This design comes from an exercise in tuning for small area on the open sky130 flow, not from production work. In this exercise RTL edits were held to simulation tests only and were not proved equivalent to the original. Power is estimated from default activity; no workload was simulated.

==> flow/design.v <==
module sevseg(o1,o2,o3,o4,b,clk,i,reset,stop);
output reg[6:0] o1,o2,o3,o4;
output reg[1:0] b;
output  reg i;
input stop,reset;
input clk;
reg [3:0] x1,x2,x3,x4;
reg [8:0] i1;    
reg [12:0] i2;
reg [15:0] i3;
reg [18:0] i4;
always @(posedge clk)
begin
	if(reset==1'b1)
		begin
		x1<=0;
		i1<=0;
		end
	else if(stop==1'b1)
	begin
		i1<=i1;	
	end
	else
	begin
		if(i1==9'd499) 
			begin
				if(x1!=9)
				begin
					x1<=x1+1;
					i1<=0;
				end
				else
					begin
					x1<=0;
					i1<=0;
					end
			end
		else
			i1<=i1+1;
	end
end
always @(posedge clk)
begin
	if(reset==1'b1)
		begin
		x2<=0;
		i2<=0;
		end
	else if(stop==1'b1)
	begin
		i2<=i2;	
	end
	else
		begin
		if(i2==13'd4999) 
		begin
			if(x2!=9)
			begin
				x2<=x2+1;
				i2<=0;
			end
			else
			begin
				x2<=0;
				i2<=0;
			end
		end
		else
			i2<=i2+1;
	end
end
always @(posedge clk) 
	begin
		i<=1'b0;
	end
always @(posedge clk)  
	begin
if(reset==1'b1)
		begin
		x3<=0;
		i3<=0;
		end
	else if(stop==1'b1)
	begin
		i3<=i3;	
	end
	else
		begin 
		if(i3== 16'd49999)  
			begin
				if(x3!=9) 
					begin
						x3<= x3+1;  
						i3<=0;  
					end 
				else
					begin
						x3<=0;  
						i3<=0;  
					end 
			end 
		else 
			i3<=i3+1;  
	end
end
always @(posedge clk)  
begin 
	if(reset==1'b1)
		begin
		x4<=0;
		i4<=0;
		end
	else if(stop==1'b1)
	begin
		i4<=i4;	
	end
	else
		begin
			if(i4== 19'd499999)  
				begin 
					if(x4!=5)  
						begin 
							x4<=x4+1; 
							i4<=0;  
						end
					else
						begin 
							x4<=0;  
							i4<=0; 
						end 
				end 
			else 
			i4<=i4+1;  
		end
	end
always @(x1)
	case(x1)
		4'h0:o1<=7'b1000000;
		4'h1:o1<=7'b1111001;
		4'h2:o1<=7'b0100100;
		4'h3:o1<=7'b0110000;
		4'h4:o1<=7'b0011001;
		4'h5:o1<=7'b0010010;
		4'h6:o1<=7'b0000010;
		4'h7:o1<=7'b1111000;
		4'h8:o1<=7'b0000000;
		4'h9:o1<=7'b0010000;
	default:o1<=7'b0000000;
	endcase
always @(x2)
	case(x2)
		4'h0:o2<=7'b1000000;
		4'h1:o2<=7'b1111001;
		4'h2:o2<=7'b0100100;
		4'h3:o2<=7'b0110000;
		4'h4:o2<=7'b0011001;
		4'h5:o2<=7'b0010010;
		4'h6:o2<=7'b0000010;
		4'h7:o2<=7'b1111000;
		4'h8:o2<=7'b0000000;
		4'h9:o2<=7'b0010000;
	default:o2<=7'b0000000;
	endcase
always @(x3)  
		case(x3)
			4'h0: o3<=7'b1000000;
			4'h1: o3<=7'b1111001;
			4'h2: o3<=7'b0100100;
			4'h3: o3<=7'b0110000;
			4'h4: o3<=7'b0011001;
			4'h5: o3<=7'b0010010;
			4'h6: o3<=7'b0000010;
			4'h7: o3<=7'b1111000;
			4'h8: o3<=7'b0000000;
			4'h9: o3<=7'b0010000;
			default: o3<= 7'b1111111;  
		endcase
always @(x4)  
		case(x4)
			4'h0: o4 <= 7'b1000000;
			4'h1: o4 <= 7'b1111001;
			4'h2: o4 <= 7'b0100100;
			4'h3: o4 <= 7'b0110000;
			4'h4: o4 <= 7'b0011001;
			4'h5: o4 <= 7'b0010010;  
			default: o4 <= 7'b1111111;
		endcase
always @(posedge clk)
	begin
		if(x3==9 && x4==5)
			begin
				b[1]<=1'b1;
				b[0]<=1'b0;
			end
		else 
				begin
				   b[1]<=1'b0;
					b[0]<=1'b0;
				end 
	end
endmodule
==> flow/run.sh <==
#!/bin/bash
# synth_recipe.tcl (not shown) runs the flow's synth.tcl, then flattens the netlist and writes it again
# the make line also repeats each setting of config.mk as NAME=value (left out here)
make -C /OpenROAD-flow-scripts/flow DESIGN_CONFIG=/design/flow/config.mk WORK_HOME=/design/flow/orfs CLKGATE_MAP_FILE= SYNTH_SCRIPT=/design/flow/synth_recipe.tcl finish
==> flow/config.mk <==
export PLATFORM = sky130hd
export DESIGN_NAME = sevseg
export DESIGN_NICKNAME = sevseg
export VERILOG_FILES = /design/flow/design.v
export SDC_FILE = /design/flow/constraint.sdc
export NUM_CORES = 4
export LEC_CHECK = 0
export CAP_MARGIN = 20
export CORE_MARGIN = 2
export CORE_UTILIZATION = 40
export SLEW_MARGIN = 20
==> flow/constraint.sdc <==
create_clock -name core_clock -period 5.0 [get_ports {clk}]
set_input_delay 1.0000 -clock core_clock [delete_from_list [all_inputs] [get_ports {clk}]]
set_output_delay 1.0000 -clock core_clock [all_outputs]
set_load 0.01 [all_outputs]
==> run summary <==
## sequential cells by signal, summed over array words and instances, names as in the netlist, 7 cells and up
signal  cells
o2          7
i1          9
i2         13
i4         19
o1          7
o3          7
i3         16
## cell families (layout without fill, tap and decap cells)
logic type                 Yosys count  count (layout)  share of synthesized area, %
DFF                                 95              95                         41.28
buffers and inverters               41              72                         3.721
adders and majority gates           25              25                         6.790
muxes                               12              12                         2.607
xor gates and xnor gates            55              55                         10.46
other                                1               2                       0.08140
and+or+nand+nor                    238             238                         28.16
AOI/OAI and AO/OA                   47              47                         6.899
## how the worst min path moves through the flow
stage | startpoint | end | cells after the start
2_1_floorplan | i1[8] | i1[8] | 2
5_1_grt | i4[4] | i4[4] | 2
6_report | i1[8] | i1[8] | 2
4_1_cts | i1[8] | i1[8] | 2
3_3_place_gp | i1[8] | i1[8] | 2
3_5_place_dp | i1[8] | i1[8] | 2
## cells in the final DEF (no fill, tap or decap), drive strengths merged, types with 3 or more instances in the layout
cell | netlist | routed
a211oi | 4 | 4
a21oi | 17 | 17
and2 | 3 | 3
and3 | 6 | 6
and4 | 3 | 3
and4b | 3 | 3
clkbuf | 9 | 10
clkdlybuf4s50 | 0 | 31
clkinv | 1 | 5
dfxtp | 95 | 95
ha | 25 | 25
inv | 22 | 23
mux2i | 12 | 12
nand2 | 29 | 29
nand2b | 7 | 7
nand3 | 20 | 20
nand3b | 3 | 3
nand4 | 11 | 11
nand4b | 4 | 4
nor2 | 102 | 102
nor2b | 7 | 7
nor3 | 9 | 9
nor4 | 6 | 6
nor4b | 3 | 3
o21ai | 13 | 13
or2 | 6 | 6
or3 | 8 | 8
xnor2 | 23 | 23
xor2 | 32 | 32
## power groups by stage
| stage | Clock [mW] | Sequential, mW | Combinational, mW |
|---|---|---|---|
| final | 0.664 | 0.771 | 0.0359 |
| after global routing | 0.719 | 0.771 | 0.0414 |
| after CTS | 0.684 | 0.770 | 0.0368 |
| after detailed placement | 0 | 0.788 | 0.0367 |
| after global placement | 0 | 0.787 | 0.0355 |
| after floorplan | 0 | 0.786 | 0.0303 |
## critical path, stage by stage
cell and delay [ns]:
clkdlybuf4s50_1 0.42, nand2b_1 0.22, or4_1 0.66, nor3_1 0.23, a21oi_1 0.08, nor2_1 0.26, inv_1 0.13, ha_1 0.22
or2_2 0.29, o32ai_1 0.12
## area by class of cell
type | count | area (µm²) | share of cell area, %
Timing Repair Buffer | 33 | 325.3 | 6.116
Sequential cell | 95 | 1902 | 35.76
Tap cell | 143 | 178.9 | 3.364
Multi-Input combinational cell | 379 | 2537 | 47.71
Inverter | 23 | 87.58 | 1.647
Clock inverter | 6 | 58.81 | 1.106
Clock buffer | 10 | 229.0 | 4.305
## metal layers
layer | GRT usage, % | share of wire, % | vias to the layer above
li1 | - | - | 1774
met1 | 19.55 | 52 | 1596
met2 | 21.99 | 45 | 32
met5 | 0 | 0 | -
met4 | 4.280 | 0.90 | 0
met3 | 3.445 | 2.8 | 6
## cell usage after synthesis (3+ instances only)
master,count
and2_1,3
xor2_1,32
and4_1,3
buf_2,4
nand3_1,20
nand3b_1,3
or2_2,3
o21ai_0,12
xnor2_1,23
nand4_1,9
and4b_1,3
ha_1,25
a211oi_1,4
and3_1,6
clkbuf_1,9
buf_4,3
nor4_2,3
nor3_1,8
inv_1,19
inv_2,3
nand4b_1,4
a21oi_1,16
mux2i_1,12
nand2b_1,7
nor2_1,100
nor2b_1,7
nand2_1,29
dfxtp_1,95
or3_1,8
==> results.cfg <==
[worst_setup_path]
regToRegEndpoint = o1[4]
crit_type = in -> reg
critPathLaunch = stop
cp-end-kind = register
required_ns = 5.24
reg2reg_depth = 10
rrSetupSlack_ns = 2.23
arrival_ns = 3.62
rr_startpoint = i1[0]
startpoint_type = primary input
crit_path_end = o1[4]
path_max_fanout = 6

[layout]
final_area_um2 = 5319
final_core_util_pct = 46.98
syn_to_final_growth_pct = 15.45
fill_cells = 1104
final_nets = 569
drive_gt1_share_pct = 8.059
final_cells = 689
antennaDiodeCount = 0

[clock_tree]
clk_pin_slew_worst_paths_ns = 0.07
cts_buffer_depth = 2
cts_resized = 0
htree_levels = 3
cts_buffers = 9
ctsHoldBuffers = 0
clkSinkCount = 95
clk_latency_ns = 0.33
root_buffer = clkbuf_16
post_cts_buffers = 0
cts_tree = built

[sta]
post-route-min-period_ns = 3.388
setup_viol = 0
final.period_utilization_pct = 67.75
relSlewSlack_pct = 41.17
finalSetupTns_ns = 0
finalWorstSetupSlack_ns = 1.612
timing.fmax_mhz = 295.2
finalClockSkew_ns = 0.008420
worst_pin_slew_ns = 0.8797
holdWs_ns = 0.4987
rsz0062_at_grt = no
hold_violations = 0
maxSlewViolCount = 0

[synthesis]
syn_area_per_cell_um2 = 8.963
synth_edf_count = 0
synthCells = 514
synth_area_leader_cell = dfxtp_1
ys.flop_type = dfxtp_1
ys_ff_latch = 95
synthDistinctLibCells = 63
yosys-top-cells-area = dfxtp_1 (41%), nor2_1 (8.1%), ha_1 (6.8%)
seq_area_frac_synth_pct = 41.28
async_reset_ff_share_pct = 0
synth_top_area_share_pct = 41.28
yosys_warnings = 1
syn_area_um2 = 4607

[detailed_routing]
drc = 0
viasPerCell = 4.946
drt_iter0_drc = 115
drt-total-wl_um = 8241
dr.pass1.iters = 4
wl_per_cell_um = 11.96
num_vias = 3408
drtAntennaViolNets = 0

[floorplan]
die_x_um = 111.3
die_h_um = 111.3
start_util_pct = 40.69
io_pins = 34
floorplan.die_area_um2 = 12390
coreArea_um2 = 11320
row_count = 39

[pwr]
combPwrFrac_pct = 2.4
seqPwrFrac_pct = 52.4
pwr_density_cell_nw_per_um2 = 276.4
p_leak_nw = 2.057
fin_total_pwr_mw = 1.470
ir_drop_uv = 141.7
p_switching_mw = 0.3067
p_sw_share_pct = 20.86
clkPwrFrac_pct = 45.1
p_int_mw = 1.164

[outcome]
status = finished clean

[placement]
placement.cell_area_um2 = 5031
placed_cells = 673
dp_hpwl_um = 5955
numPortBuffers = 31
place_ws_ns = 1.276
gp_congestion = 0.7737

[global_route]
antenna_found_initial = 0
grt_pass1_wl_um = 14860
grt_max_degree = 23
grt_pass1_vias = 3267
grt_overflow = 0
grt_use_total_pct = 14.14

[min_path]
worst_hold_path_type = reg -> reg

[run]
cap_violations = 0

-- afterwards: timing with drivers on the ports --
How much do the figures lean on ideal ports? The routed layout below was timed once more, with nothing changed but the port constraints. Step 1 (the two cells are an assumption about what drives the block):
set clk [get_ports {clk}]
set_driving_cell -lib_cell sky130_fd_sc_hd__clkbuf_16 $clk
set_driving_cell -lib_cell sky130_fd_sc_hd__buf_2 [delete_from_list [all_inputs] $clk]
Step 2 adds t to the input delays and takes it off the output delays; t is the mean of the earliest and latest rising clock arrival at the registers after step 1. Input paths then give back, and output paths get back, about the clock's delay inside the block. Slacks: ideal ports / drivers / drivers and shift; pairs: ideal ports / drivers.
shift t [ns]: 0.367
setup WS [ns]: 1.612 / 1.610 / 1.243
latest minus earliest clock arrival (ns): 0.010 / 0.010
worst slew at a driven data input, ns: 0.05
pins driven straight from the clock port: 1
After both steps setup and hold are still met in this run. The setup slack of this run moves by -0.002 ns with the drivers and by -0.369 ns with both steps.
